From an optimization exercise on the open Yosys and OpenROAD flow, aimed at small area, a short achievable clock period and few clock cycles per item; shortcuts taken in it are not production practice. In this exercise RTL edits were held to simulation tests only and were not proved equivalent to the original.

--- flow/config.mk ---
export PLATFORM = sky130hd
export DESIGN_NAME = fft8
export DESIGN_NICKNAME = fft8
export VERILOG_FILES = /design/flow/design.v
export SDC_FILE = /design/flow/constraint.sdc
export NUM_CORES = 4
export LEC_CHECK = 0
export CAP_MARGIN = 20
export CORE_MARGIN = 2
export CORE_UTILIZATION = 40
export PLACE_DENSITY = 0.6
export SLEW_MARGIN = 20
--- flow/constraint.sdc ---
create_clock -name core_clock -period 11.0 [get_ports {clk}]
set_input_delay 2.2000 -clock core_clock [delete_from_list [all_inputs] [get_ports {clk}]]
set_output_delay 2.2000 -clock core_clock [all_outputs]
set_load 0.01 [all_outputs]
--- flow/design.v ---
module fft8 #(
    parameter integer WIDTH = 16   
)(
    input  logic                   clk,
    input  logic                   rst,
    input  logic                   in_valid,
    output logic                   in_ready,      
    input  logic [8*WIDTH-1:0]     in_re_flat,    
    input  logic [8*WIDTH-1:0]     in_im_flat,    
    output logic                   out_valid,
    output logic [8*WIDTH-1:0]     out_re_flat,   
    output logic [8*WIDTH-1:0]     out_im_flat    
);
    logic signed [WIDTH-1:0] in_re [0:7], in_im [0:7];
    logic signed [WIDTH-1:0] out_re [0:7], out_im [0:7];
    always_comb begin
        for (int i = 0; i < 8; i++) begin
            in_re[i] = in_re_flat[WIDTH*i +: WIDTH];
            in_im[i] = in_im_flat[WIDTH*i +: WIDTH];
            out_re_flat[WIDTH*i +: WIDTH] = out_re[i];
            out_im_flat[WIDTH*i +: WIDTH] = out_im[i];
        end
    end
    localparam signed [WIDTH-1:0] W1_re = 16'sd23170;  
    localparam signed [WIDTH-1:0] W1_im = -16'sd23170;
    localparam signed [WIDTH-1:0] W2_re = 16'sd0;
    localparam signed [WIDTH-1:0] W2_im = -16'sd32768;  
    localparam signed [WIDTH-1:0] W3_re = -16'sd23170;
    localparam signed [WIDTH-1:0] W3_im = -16'sd23170;
    logic signed [WIDTH-1:0] stage0_re [0:7], stage0_im [0:7];  
    logic signed [WIDTH-1:0] stage1_re [0:7], stage1_im [0:7];  
    logic signed [WIDTH-1:0] stage2_re [0:7], stage2_im [0:7];  
    logic signed [31:0] mul_re, mul_im;
    logic signed [WIDTH-1:0] t2_re, t2_im;
    typedef enum logic [1:0] {IDLE, STAGE1, STAGE2, STAGE3} state_t;
    (* fsm_encoding = "none" *) state_t state;
    assign in_ready = (state == IDLE);
    always_ff @(posedge clk or posedge rst) begin
        if (rst) begin
            state <= IDLE;
            out_valid <= 1'b0;
        end else begin
            case (state)
                IDLE: begin
                    out_valid <= 1'b0;
                    if (in_valid) state <= STAGE1;
                end
                STAGE1: state <= STAGE2;
                STAGE2: state <= STAGE3;
                STAGE3: begin
                    out_valid <= 1'b1;
                    state <= IDLE;
                end
            endcase
        end
    end
    always_ff @(posedge clk) begin
        begin
            case (state)
                IDLE: begin
                    if (in_valid) begin
                        for (int i = 0; i < 8; i++) begin
                            stage0_re[i] <= in_re[i];
                            stage0_im[i] <= in_im[i];
                        end
                    end
                end
                STAGE1: begin
                    stage1_re[0] <= stage0_re[0] + stage0_re[4];
                    stage1_im[0] <= stage0_im[0] + stage0_im[4];
                    stage1_re[4] <= stage0_re[0] - stage0_re[4];
                    stage1_im[4] <= stage0_im[0] - stage0_im[4];
                    stage1_re[1] <= stage0_re[1] + stage0_re[5];
                    stage1_im[1] <= stage0_im[1] + stage0_im[5];
                    stage1_re[5] <= stage0_re[1] - stage0_re[5];
                    stage1_im[5] <= stage0_im[1] - stage0_im[5];
                    stage1_re[2] <= stage0_re[2] + stage0_re[6];
                    stage1_im[2] <= stage0_im[2] + stage0_im[6];
                    stage1_re[6] <= stage0_re[2] - stage0_re[6];
                    stage1_im[6] <= stage0_im[2] - stage0_im[6];
                    stage1_re[3] <= stage0_re[3] + stage0_re[7];
                    stage1_im[3] <= stage0_im[3] + stage0_im[7];
                    stage1_re[7] <= stage0_re[3] - stage0_re[7];
                    stage1_im[7] <= stage0_im[3] - stage0_im[7];
                end
                STAGE2: begin
                    stage2_re[0] <= stage1_re[0] + stage1_re[2];
                    stage2_im[0] <= stage1_im[0] + stage1_im[2];
                    stage2_re[2] <= stage1_re[0] - stage1_re[2];
                    stage2_im[2] <= stage1_im[0] - stage1_im[2];
                    stage2_re[1] <= stage1_re[4] + stage1_im[6];
                    stage2_im[1] <= stage1_im[4] - stage1_re[6];
                    stage2_re[3] <= stage1_re[4] - stage1_im[6];
                    stage2_im[3] <= stage1_im[4] + stage1_re[6];
                    stage2_re[4] <= stage1_re[1] + stage1_re[3];
                    stage2_im[4] <= stage1_im[1] + stage1_im[3];
                    stage2_re[6] <= stage1_re[1] - stage1_re[3];
                    stage2_im[6] <= stage1_im[1] - stage1_im[3];
                    stage2_re[5] <= stage1_re[5] + stage1_im[7];
                    stage2_im[5] <= stage1_im[5] - stage1_re[7];
                    stage2_re[7] <= stage1_re[5] - stage1_im[7];
                    stage2_im[7] <= stage1_im[5] + stage1_re[7];
                end
                STAGE3: begin
                    out_re[0] <= stage2_re[0] + stage2_re[4];
                    out_im[0] <= stage2_im[0] + stage2_im[4];
                    out_re[4] <= stage2_re[0] - stage2_re[4];
                    out_im[4] <= stage2_im[0] - stage2_im[4];
                    mul_re = stage2_re[5]*W1_re - stage2_im[5]*W1_im;
                    mul_im = stage2_re[5]*W1_im + stage2_im[5]*W1_re;
                    mul_re = mul_re >>> (WIDTH-1);
                    mul_im = mul_im >>> (WIDTH-1);
                    out_re[1] <= stage2_re[1] + mul_re[WIDTH-1:0];
                    out_im[1] <= stage2_im[1] + mul_im[WIDTH-1:0];
                    out_re[5] <= stage2_re[1] - mul_re[WIDTH-1:0];
                    out_im[5] <= stage2_im[1] - mul_im[WIDTH-1:0];
                    mul_re = stage2_re[6]*W2_re - stage2_im[6]*W2_im;
                    mul_im = stage2_re[6]*W2_im + stage2_im[6]*W2_re;
                    mul_re = mul_re >>> (WIDTH-1);
                    mul_im = mul_im >>> (WIDTH-1);
                    out_re[2] <= stage2_re[2] + mul_re[WIDTH-1:0];
                    out_im[2] <= stage2_im[2] + mul_im[WIDTH-1:0];
                    out_re[6] <= stage2_re[2] - mul_re[WIDTH-1:0];
                    out_im[6] <= stage2_im[2] - mul_im[WIDTH-1:0];
                    mul_re = stage2_re[7]*W3_re - stage2_im[7]*W3_im;
                    mul_im = stage2_re[7]*W3_im + stage2_im[7]*W3_re;
                    mul_re = mul_re >>> (WIDTH-1);
                    mul_im = mul_im >>> (WIDTH-1);
                    out_re[3] <= stage2_re[3] + mul_re[WIDTH-1:0];
                    out_im[3] <= stage2_im[3] + mul_im[WIDTH-1:0];
                    out_re[7] <= stage2_re[3] - mul_re[WIDTH-1:0];
                    out_im[7] <= stage2_im[3] - mul_im[WIDTH-1:0];
                end
            endcase
        end
    end
endmodule
--- flow/run.sh ---
#!/bin/bash
# synth_recipe.tcl (not shown) runs the flow's synth.tcl, then flattens the netlist and writes it again
# the make line also repeats each setting of config.mk as NAME=value (left out here)
make -C /OpenROAD-flow-scripts/flow DESIGN_CONFIG=/design/flow/config.mk WORK_HOME=/design/flow/orfs CLKGATE_MAP_FILE= SYNTH_SCRIPT=/design/flow/synth_recipe.tcl finish
==> run notes <==
-- worst min-delay path by stage --
stage / startpoint / to / slack, ns / depth (start not counted)
after floorplan: out_valid / out_valid / 0.55 / 1
after global placement: out_valid / out_valid / 0.50 / 1
after detailed placement: out_valid / out_valid / 0.50 / 1
after CTS: out_valid / out_valid / 0.53 / 1
after global routing: out_valid / out_valid / 0.55 / 1
final: out_valid / out_valid / 0.52 / 1
-- cell usage after synthesis, drive strengths merged, types with 43 or more instances --
master / n
fa: 584
edfxtp: 1000
and2: 49
nor2b: 143
inv: 1851
clkbuf: 82
o21bai: 163
ha: 1554
nand2: 196
xor2: 188
o41ai: 43
and3: 124
nor2: 471
or3: 49
a21oi: 559
a31oi: 50
o21ai: 399
nor3: 155
nand3: 86
nand2b: 87
nor4: 62
xnor2: 660
a21o: 102
-- final cells by class --
class | count | area (um^2) | area share (%)
multi-input combinational | 6190 | 56970 | 53.03
sequential | 1003 | 30100 | 28.02
inverter | 1851 | 6948 | 6.467
timing repair buffer | 551 | 5453 | 5.076
tap | 3150 | 3941 | 3.669
clock buffer | 129 | 2952 | 2.747
clock inverter | 90 | 1037 | 0.9655
antenna | 9 | 22.52 | 0.02096
-- registers in the layout, summed over array words and instances, names as in the netlist --
name,count
out_valid,1
out_im,124
stage1_im,124
state,2
stage0_im,128
stage1_re,124
stage2_re,124
out_re,124
stage2_im,124
stage0_re,128
-- worst register-to-register path: cells and delay by family, from the launching register on --
family,cells,cell delay (ns)
XOR/XNOR,3,0.74
AO/OA/AOI/OAI,13,3.50
flip-flops,1,0.43
buffers and inverters,8,0.69
AND/OR/NAND/NOR,4,0.75
adder cells (fa/ha/maj),9,3.84
-- routing by layer --
metal | GRT usage, % | vias to the layer above
li1 | - | 31890
met1 | 29.96 | 32170
met5 | 0 | -
met2 | 38.50 | 1646
met3 | 2.452 | 303
met4 | 7.734 | 2
-- cell families after synthesis --
logic type	synth area share, %
buffers and inverters	7.774
DFF	31.90
and+or+nand+nor	8.172
muxes	0.3447
xor gates and xnor gates	7.991
adders and majority gates	32.99
AOI/OAI and AO/OA	10.83
-- metrics by stage --
step           hold slack, ns  instance area (um^2)  setup slack, ns
2_1_floorplan          0.5500                 94370            1.182
3_3_place_gp           0.5006                103400           0.7870
5_1_grt                0.5528                107400           0.2627
6_report               0.5222                107400           0.8074
3_5_place_dp           0.5018                103400           0.8040
4_1_cts                0.5290                107400           0.8143
==> metrics.csv <==
stage,metric,value,unit
run_status,outcome,timing/DRC/antenna clean,
global_routing,antenna_found_initial,25,
drt,wl_met1,121.7,mm
cts,numCtsBuffers,116,
setup_path,worst-setup-path-type,reg -> reg,
cts,postCtsHoldBufs,0,
cts,cts_buffer_depth,3,
synth,synth.largest_area_cell,edfxtp_1,
layout,area_growth,13.84,%
setup_path,cp-end-kind,register,
placement,hpwl,232.7,mm
layout,fillerInstances,21930,
drt,wire_per_inst,21.27,um
timing,hold_viol_final,0,
cts,clk-insertion-delay-late,0.82,ns
drt,vias,66020,
floorplan,initial_utilization,40.17,%
synth,ys_warn_count,11,
timing,slew_headroom,27.61,%
floorplan,coreArea,235000,um^2
layout,instances_no_fill,12970,
timing,period_needed,10.19,ns
global_routing,grt_max_degree,143,
drt,drtPass1Iterations,8,
synth,synth_edf_count,1000,
synth,async_flop_share,0.2991,%
cts,cts_root_buf,clkbuf_16,
setup_path,cp.depth,37,
timing,finalSetupViolCount,0,
setup_path,worstPathRequired,11.53,ns
timing,setup_tns,0,ns
placement,place.gp.congestion,0.9375,
synth,synth_seq_area_share,31.90,%
setup_path,cp_top_family,adder cells,
drt,dr_wl_met2,131.7,mm
setup_path,cp_max_fo,7,
setup_path,path_buf_inv,8,
global_routing,grt_pass1_wl,406.2,mm
drt,route.detailed.drc,0,
worst_hold_path,holdCritPathClass,reg -> reg,
global_routing,grt-ovfl-total,0,
floorplan,pin_count,517,
synth,syn_nets,11540,
synth,ys_top_cells_by_area,"edfxtp_1 (32%), ha_1 (21%), fa_1 (12%)",
layout,layout_commonest_cell,inv_1,
timing,rsz0062_at_grt,false,
placement,portBuffers,516,
drt,top_layer,met5,
timing,finalMaxSlewViolations,0,
cts,cts_sinks,1003,
flow_run,maxCapViolations,0,
layout,layout.nets,12110,
setup_path,r2r_slack,0.81,ns
layout,final_util,45.72,%
floorplan,die-width,489.7,um
setup_path,slowest_delay,0.71,ns
synth,synth_flop_cell,edfxtp_1,
drt,viasPerCell,5.089,
drt,wl_met3,12.61,mm
timing,skew,0.07872,ns
cts,ctsResizeCount,0,
setup_path,r2r_start,stage2_re[7][5],
synth,synth_cells,9139,
layout,drive_gt1_share,2.975,%
cts,htree_levels,3,
cts,clk_pin_slew,0.07,ns
synth,yosysTopAreaCellShare,31.82,%
setup_path,worstSetupEndpoint,out_re[7][15],
drt,drt-initial-drc-count,4144,
timing,tightest_slew,1.086,ns
setup_path,worst_path_most_repeated_cell,inv_1,
setup_path,cp-start-kind,register,
synth,synth.distinct_cells,75,
setup_path,critPathSlowestCell,a2111oi_0,
timing,period_share,92.66,%
setup_path,r2r_cells,37,
drt,ant_nets,0,
placement,dp_cells,12750,
setup_path,critPathLaunch,stage2_re[7][5],
synth,syn_avg_cell_area,10.33,um^2
drt,drt-total-wl,275.9,mm
floorplan,rows,178,
setup_path,cp.arrival,10.72,ns
global_routing,track_usage,22.65,%
layout,final_cell_mix,"inv_1 (1851), ha_1 (1551), edfxtp_1 (1000)",
floorplan,dieArea,239800,um^2
floorplan,die_h,489.7,um
synth,netlist_area,94370,um^2
synth,ys_ff_latch,1003,
cts,postCtsSetupRepairBufs,0,
timing,fmax,98.11,MHz
global_routing,grt_pass1_vias,66380,
setup_path,rr_endpoint,out_re[7][15],
cts,cts_tree,yes,
Testbench counts, summed over its fixed seeds: cycles 8,200, items 2,048.

separate check: timing with driven ports:
In the flow no input, the clock included, has a driving cell. The finished layout below was timed again as built, in two steps.
Step 1, drivers: a clkbuf_16 drives clk and a buf_2 each remaining input, both assumed.
Step 2, shift: input delay + t, output delay - t, t = (earliest + latest rising clock arrival at the registers) / 2. This alone moves slack from input paths to output paths.
Three values: no drivers, after step 1, after step 2; two values: the first two.
t (ns): 0.875
slack for setup (ns): 0.807 / 0.807 / 0.807
hold slack, ns: 0.522 / 0.522 / 0.522
latest minus earliest clock arrival (ns): 0.079 / 0.079
pins driven straight from the clock port: 1
After both steps this run still meets setup and hold. For this run, drivers alone change the setup slack by 0.000 ns; drivers and shift together by 0.000 ns.
